Source: an optimization exercise on an open RTL-to-GDS flow (aim: small area, a short achievable clock period and few clock cycles). Production flows keep margins and buffers that such runs may drop.
Only simulation tests tie the RTL to the original design; equivalence was not proved.

Design triangle, start of the top module:
module triangle (clk, reset, nt, xi, yi, busy, po, xo, yo);
export LEC_CHECK = 0
export ABC_AREA = 1
export CAP_MARGIN = 20
export CORE_MARGIN = 2
export CORE_UTILIZATION = 80
export SETUP_SLACK_MARGIN = 3.4
export SLEW_MARGIN = 20
create_clock -name core_clock -period 6.0 [get_ports {clk}]
standard.sh (not shown) runs the stock make flow with config.mk's settings and CLKGATE_MAP_FILE= SYNTH_SCRIPT=/design/flow/synth_recipe.tcl, a recipe that flattens the netlist after the stock synthesis.
==> flow/flow/run.sh <==
#!/bin/bash
# The standard layout (standard.sh), with one synthesis change: no adder cell
# mapping (ADDER_MAP_FILE empty), so yosys leaves adders and comparators as
# plain gates for abc to optimise. Registers are mapped exactly as standard.
set -euo pipefail
bash standard.sh ADDER_MAP_FILE= finish > standard_flow.log 2>&1
The baseline failed in global placement (3_3_place_gp).
Testbench counts at the start, summed over its fixed seeds: cycles 5,273.
Edit:
Settings changed: CORE_UTILIZATION 80 to 65, SETUP_SLACK_MARGIN 3.4 to 3.7, TNS_END_PERCENT from default to 100.
=>
- Now the flow finished clean
- area after synthesis does not change
- synthesized cell count does not change
Edit:
==> flow/run.sh (new file) <==
#!/bin/bash
# synth_recipe.tcl (not shown) runs the flow's synth.tcl, then flattens the netlist and writes it again
# the make line also repeats each setting of config.mk as NAME=value (left out here)
make -C /OpenROAD-flow-scripts/flow DESIGN_CONFIG=/design/flow/config.mk WORK_HOME=/design/flow/orfs CLKGATE_MAP_FILE= SYNTH_SCRIPT=/design/flow/synth_recipe.tcl finish
Settings changed: CORE_UTILIZATION 65 to 40, SETUP_SLACK_MARGIN 3.7 to 3.0, TNS_END_PERCENT 100 to default.
removed: flow/flow/run.sh
removed: flow/standard.sh
Result: The new run went through all stages and came out clean; setup slack is worse by 530 ps; wire length went up by 3.1%; core utilization went down by 28 points; final cell count went up by 4.3%; clock-buffer cell count went up by 1; cell area went up by 11%.
Edit:
==> flow/flow/run.sh (new file) <==
#!/bin/bash
# The standard layout (standard.sh) with two synthesis changes, neither of
# which touches a register:
#  1. no adder cell mapping (ADDER_MAP_FILE empty);
#  2. after the standard synthesis, the combinational cells are mapped again by
#     abc with an area script (flow/resynth.tcl), twice; every flip-flop instance is
#     kept as it is, with its name and cell type.
set -euo pipefail
B=$PWD/orfs/results/sky130hd/triangle/base
bash standard.sh ADDER_MAP_FILE= $B/1_2_yosys.v > standard_synth.log 2>&1
cp $B/1_2_yosys.v yosys_standard.v
DONT_USE="$(grep -o -- '-dont_use [^ ]*' orfs/logs/sky130hd/triangle/base/1_2_yosys.log | sort -u | tr '\n' ' ')" \
  IN=$PWD/yosys_standard.v OUT=$PWD/yosys_resynth.v \
  yosys -c flow/resynth.tcl > resynth.log 2>&1
DONT_USE="$(grep -o -- '-dont_use [^ ]*' orfs/logs/sky130hd/triangle/base/1_2_yosys.log | sort -u | tr '\n' ' ')" \
  IN=$PWD/yosys_resynth.v OUT=$PWD/yosys_resynth2.v \
  yosys -c flow/resynth.tcl > resynth2.log 2>&1
cp yosys_resynth2.v $B/1_2_yosys.v
touch $B/1_2_yosys.v
bash standard.sh ADDER_MAP_FILE= finish > standard_flow.log 2>&1
==> flow/flow/resynth.tcl (new file) <==
# Map the combinational logic of the synthesized netlist again with abc.
# Flip-flops are black boxes here, so they keep their instance names and cells.
set lib $::env(FLOW_HOME)/platforms/sky130hd/lib/sky130_fd_sc_hd__tt_025C_1v80.lib
yosys read_liberty -ignore_miss_func $lib
yosys read_verilog $::env(IN)
yosys hierarchy -top triangle
foreach c [list dfrtp_1 dfxtp_1 edfxtp_1 dfstp_2 dfrtp_2 dfxtp_2 dfxtp_4 dfrtp_4 dfstp_1 dfstp_4 dfsbp_1 dfrbp_1 dfxbp_1 edfxbp_1] {
  yosys setattr -mod -set blackbox 1 sky130_fd_sc_hd__$c
}
yosys flatten
yosys opt_clean -purge
yosys delete t:\$scopeinfo
yosys abc -liberty $lib {*}$::env(DONT_USE) -script "+strash;&get -n;&deepsyn -T 30;&put;dch -f;map -B 0.9;topo;stime -c;buffer -c;upsize -c;dnsize -c" -D 2300
yosys opt_clean -purge
yosys stat -liberty $lib
yosys hierarchy -top triangle
yosys write_verilog -noattr -nohex -nodec $::env(OUT)
==> flow/standard.sh (new file) <==
#!/bin/bash
# synth_recipe.tcl (not shown) runs the flow's synth.tcl, then flattens the netlist and writes it again
# the make line also repeats each setting of config.mk as NAME=value (left out here)
make -C /OpenROAD-flow-scripts/flow DESIGN_CONFIG=/design/flow/config.mk WORK_HOME=/design/flow/orfs CLKGATE_MAP_FILE= SYNTH_SCRIPT=/design/flow/synth_recipe.tcl "${@:-finish}"
Settings changed: CORE_UTILIZATION 40 to 65, SETUP_SLACK_MARGIN 3.0 to 4.0.
removed: flow/run.sh
The changed run went through all stages and came out clean.
Sequential share of layout area grows by 4.4 points.
Count of clock-buffer cells in the layout is unchanged.
Die area shrinks by 52%.
Wire length shrinks by 0.43%.
Worst setup slack is better by 480 ps.
Worst hold slack is better by 82 ps.
Utilization grows by 40 points.
Global-route usage grows by 14 points.

---

Starting RTL as in the previous note.
clock: 6.0 ns
lec_check: 0
abc_area: 1
cap_margin: 20
core_margin: 2
core_utilization: 40
setup_slack_margin: 3.4
slew_margin: 20
==> flow/flow/run.sh <==
#!/bin/bash
# The standard layout (standard.sh), with one synthesis change: no adder cell
# mapping (ADDER_MAP_FILE empty), so yosys leaves adders and comparators as
# plain gates for abc to optimise. Registers are mapped exactly as standard.
set -euo pipefail
bash standard.sh ADDER_MAP_FILE= finish > standard_flow.log 2>&1
The baseline completed with no timing, DRC or antenna violations.
Testbench counts at the start, summed over its fixed seeds: cycles 5,273.
Change:
--- a/flow/config.mk
+++ b/flow/config.mk
@@ -9,5 +9,5 @@
 export CAP_MARGIN = 20
 export CORE_MARGIN = 2
-export CORE_UTILIZATION = 40
-export SETUP_SLACK_MARGIN = 3.4
+export CORE_UTILIZATION = 65
+export SETUP_SLACK_MARGIN = 3.7
 export SLEW_MARGIN = 20
Outcome: Global-route usage climbs by 13 points. Final area is about the same. First-iteration DRC count increases by well over a third. Setup slack gains 210 ps. Via count rose by a few percent. Maximum frequency increases by a little under a tenth. Routed wire length goes up slightly. Area after synthesis stays the same.
Change:
==> flow/flow/run.sh (replaced) <==
#!/bin/bash
# The standard layout (standard.sh) with two synthesis changes, neither of
# which touches a register:
#  1. no adder cell mapping (ADDER_MAP_FILE empty);
#  2. after the standard synthesis, the combinational cells are mapped again by
#     abc with an area script (flow/resynth.tcl), twice; every flip-flop instance is
#     kept as it is, with its name and cell type.
set -euo pipefail
B=$PWD/orfs/results/sky130hd/triangle/base
bash standard.sh ADDER_MAP_FILE= $B/1_2_yosys.v > standard_synth.log 2>&1
cp $B/1_2_yosys.v yosys_standard.v
DONT_USE="$(grep -o -- '-dont_use [^ ]*' orfs/logs/sky130hd/triangle/base/1_2_yosys.log | sort -u | tr '\n' ' ')" \
  IN=$PWD/yosys_standard.v OUT=$PWD/yosys_resynth.v \
  yosys -c flow/resynth.tcl > resynth.log 2>&1
DONT_USE="$(grep -o -- '-dont_use [^ ]*' orfs/logs/sky130hd/triangle/base/1_2_yosys.log | sort -u | tr '\n' ' ')" \
  IN=$PWD/yosys_resynth.v OUT=$PWD/yosys_resynth2.v \
  yosys -c flow/resynth.tcl > resynth2.log 2>&1
cp yosys_resynth2.v $B/1_2_yosys.v
touch $B/1_2_yosys.v
bash standard.sh ADDER_MAP_FILE= finish > standard_flow.log 2>&1
==> flow/flow/resynth.tcl (new file) <==
# Map the combinational logic of the synthesized netlist again with abc.
# Flip-flops are black boxes here, so they keep their instance names and cells.
set lib $::env(FLOW_HOME)/platforms/sky130hd/lib/sky130_fd_sc_hd__tt_025C_1v80.lib
yosys read_liberty -ignore_miss_func $lib
yosys read_verilog $::env(IN)
yosys hierarchy -top triangle
foreach c [list dfrtp_1 dfxtp_1 edfxtp_1 dfstp_2 dfrtp_2 dfxtp_2 dfxtp_4 dfrtp_4 dfstp_1 dfstp_4 dfsbp_1 dfrbp_1 dfxbp_1 edfxbp_1] {
  yosys setattr -mod -set blackbox 1 sky130_fd_sc_hd__$c
}
yosys flatten
yosys opt_clean -purge
yosys delete t:\$scopeinfo
yosys abc -liberty $lib {*}$::env(DONT_USE) -script "+strash;&get -n;&deepsyn -T 30;&put;dch -f;map -B 0.9;topo;stime -c;buffer -c;upsize -c;dnsize -c" -D 2300
yosys opt_clean -purge
yosys stat -liberty $lib
yosys hierarchy -top triangle
yosys write_verilog -noattr -nohex -nodec $::env(OUT)
--- a/flow/config.mk
+++ b/flow/config.mk
@@ -10,4 +10,4 @@
 export CORE_MARGIN = 2
 export CORE_UTILIZATION = 65
-export SETUP_SLACK_MARGIN = 3.7
+export SETUP_SLACK_MARGIN = 3.8
 export SLEW_MARGIN = 20
=> Worst hold slack gets worse by 4.3 ps. Utilization went up by 4.1 points. Synthesized cell count went down by 26%. Via count went down by about 23%. Cell count went down by 21%.
Change:
==> flow/flow/run.sh (replaced) <==
#!/bin/bash
# The standard layout (standard.sh), with one synthesis change: no adder cell
# mapping (ADDER_MAP_FILE empty), so yosys leaves adders and comparators as
# plain gates for abc to optimise. Registers are mapped exactly as standard.
set -euo pipefail
bash standard.sh ADDER_MAP_FILE= finish > standard_flow.log 2>&1
--- a/flow/config.mk
+++ b/flow/config.mk
@@ -10,4 +10,5 @@
 export CORE_MARGIN = 2
 export CORE_UTILIZATION = 65
-export SETUP_SLACK_MARGIN = 3.8
+export PLACE_DENSITY = 0.8
+export SETUP_SLACK_MARGIN = 3.7
 export SLEW_MARGIN = 20
removed: flow/flow/resynth.tcl
After rerunning: Core utilization is lower by 4.1 points; wire length is higher by a quarter to a third; final cell count rises by a quarter to a third; sequential share of layout area came out lower by 4.4 points; cell area is higher by about a fifth; synthesized cell count went up by a quarter to a third; area after synthesis rises by about a fifth.

[re-timing with driven ports]
No port has a modelled driver above. Below, the same layouts with a new extraction and two added sets of constraints.
Step 1: set_driving_cell puts a clkbuf_16 on clk and a buf_2 on each other input, an assumption about the parent block.
Step 2 adds t to the input delays and takes it off the output delays; t is the mean of the earliest and latest rising clock arrival at the registers after step 1. Input paths then give back, and output paths get back, about the clock's delay inside the block.
Slacks: ideal / step 1 / step 2; pairs: ideal / step 1.
| run | t, ns | setup slack, ns | worst setup path after step 2 | latest minus earliest clock arrival (ns) |
|---|---|---|---|---|
| the second run of note 1 | 0.334 | 3.687 / 3.683 / 3.349 | input to register | 0.006 / 0.006 |
| the third run of note 1 | 0.318 | 3.162 / 3.175 / 2.857 | input to register | 0.007 / 0.007 |
| the fourth run of note 1 | 0.343 | 3.647 / 3.647 / 3.321 | input to register | 0.011 / 0.011 |
| the first run of note 2 | 0.322 | 3.480 / 3.449 / 3.171 | input to register | 0.012 / 0.012 |
| the second run of note 2 | 0.334 | 3.687 / 3.683 / 3.349 | input to register | 0.006 / 0.006 |
| the third run of note 2 | 0.326 | 3.765 / 3.767 / 3.441 | input to register | 0.011 / 0.011 |
| the fourth run of note 2 | 0.334 | 3.687 / 3.683 / 3.349 | input to register | 0.006 / 0.006 |
After both steps every run listed still meets setup and hold.
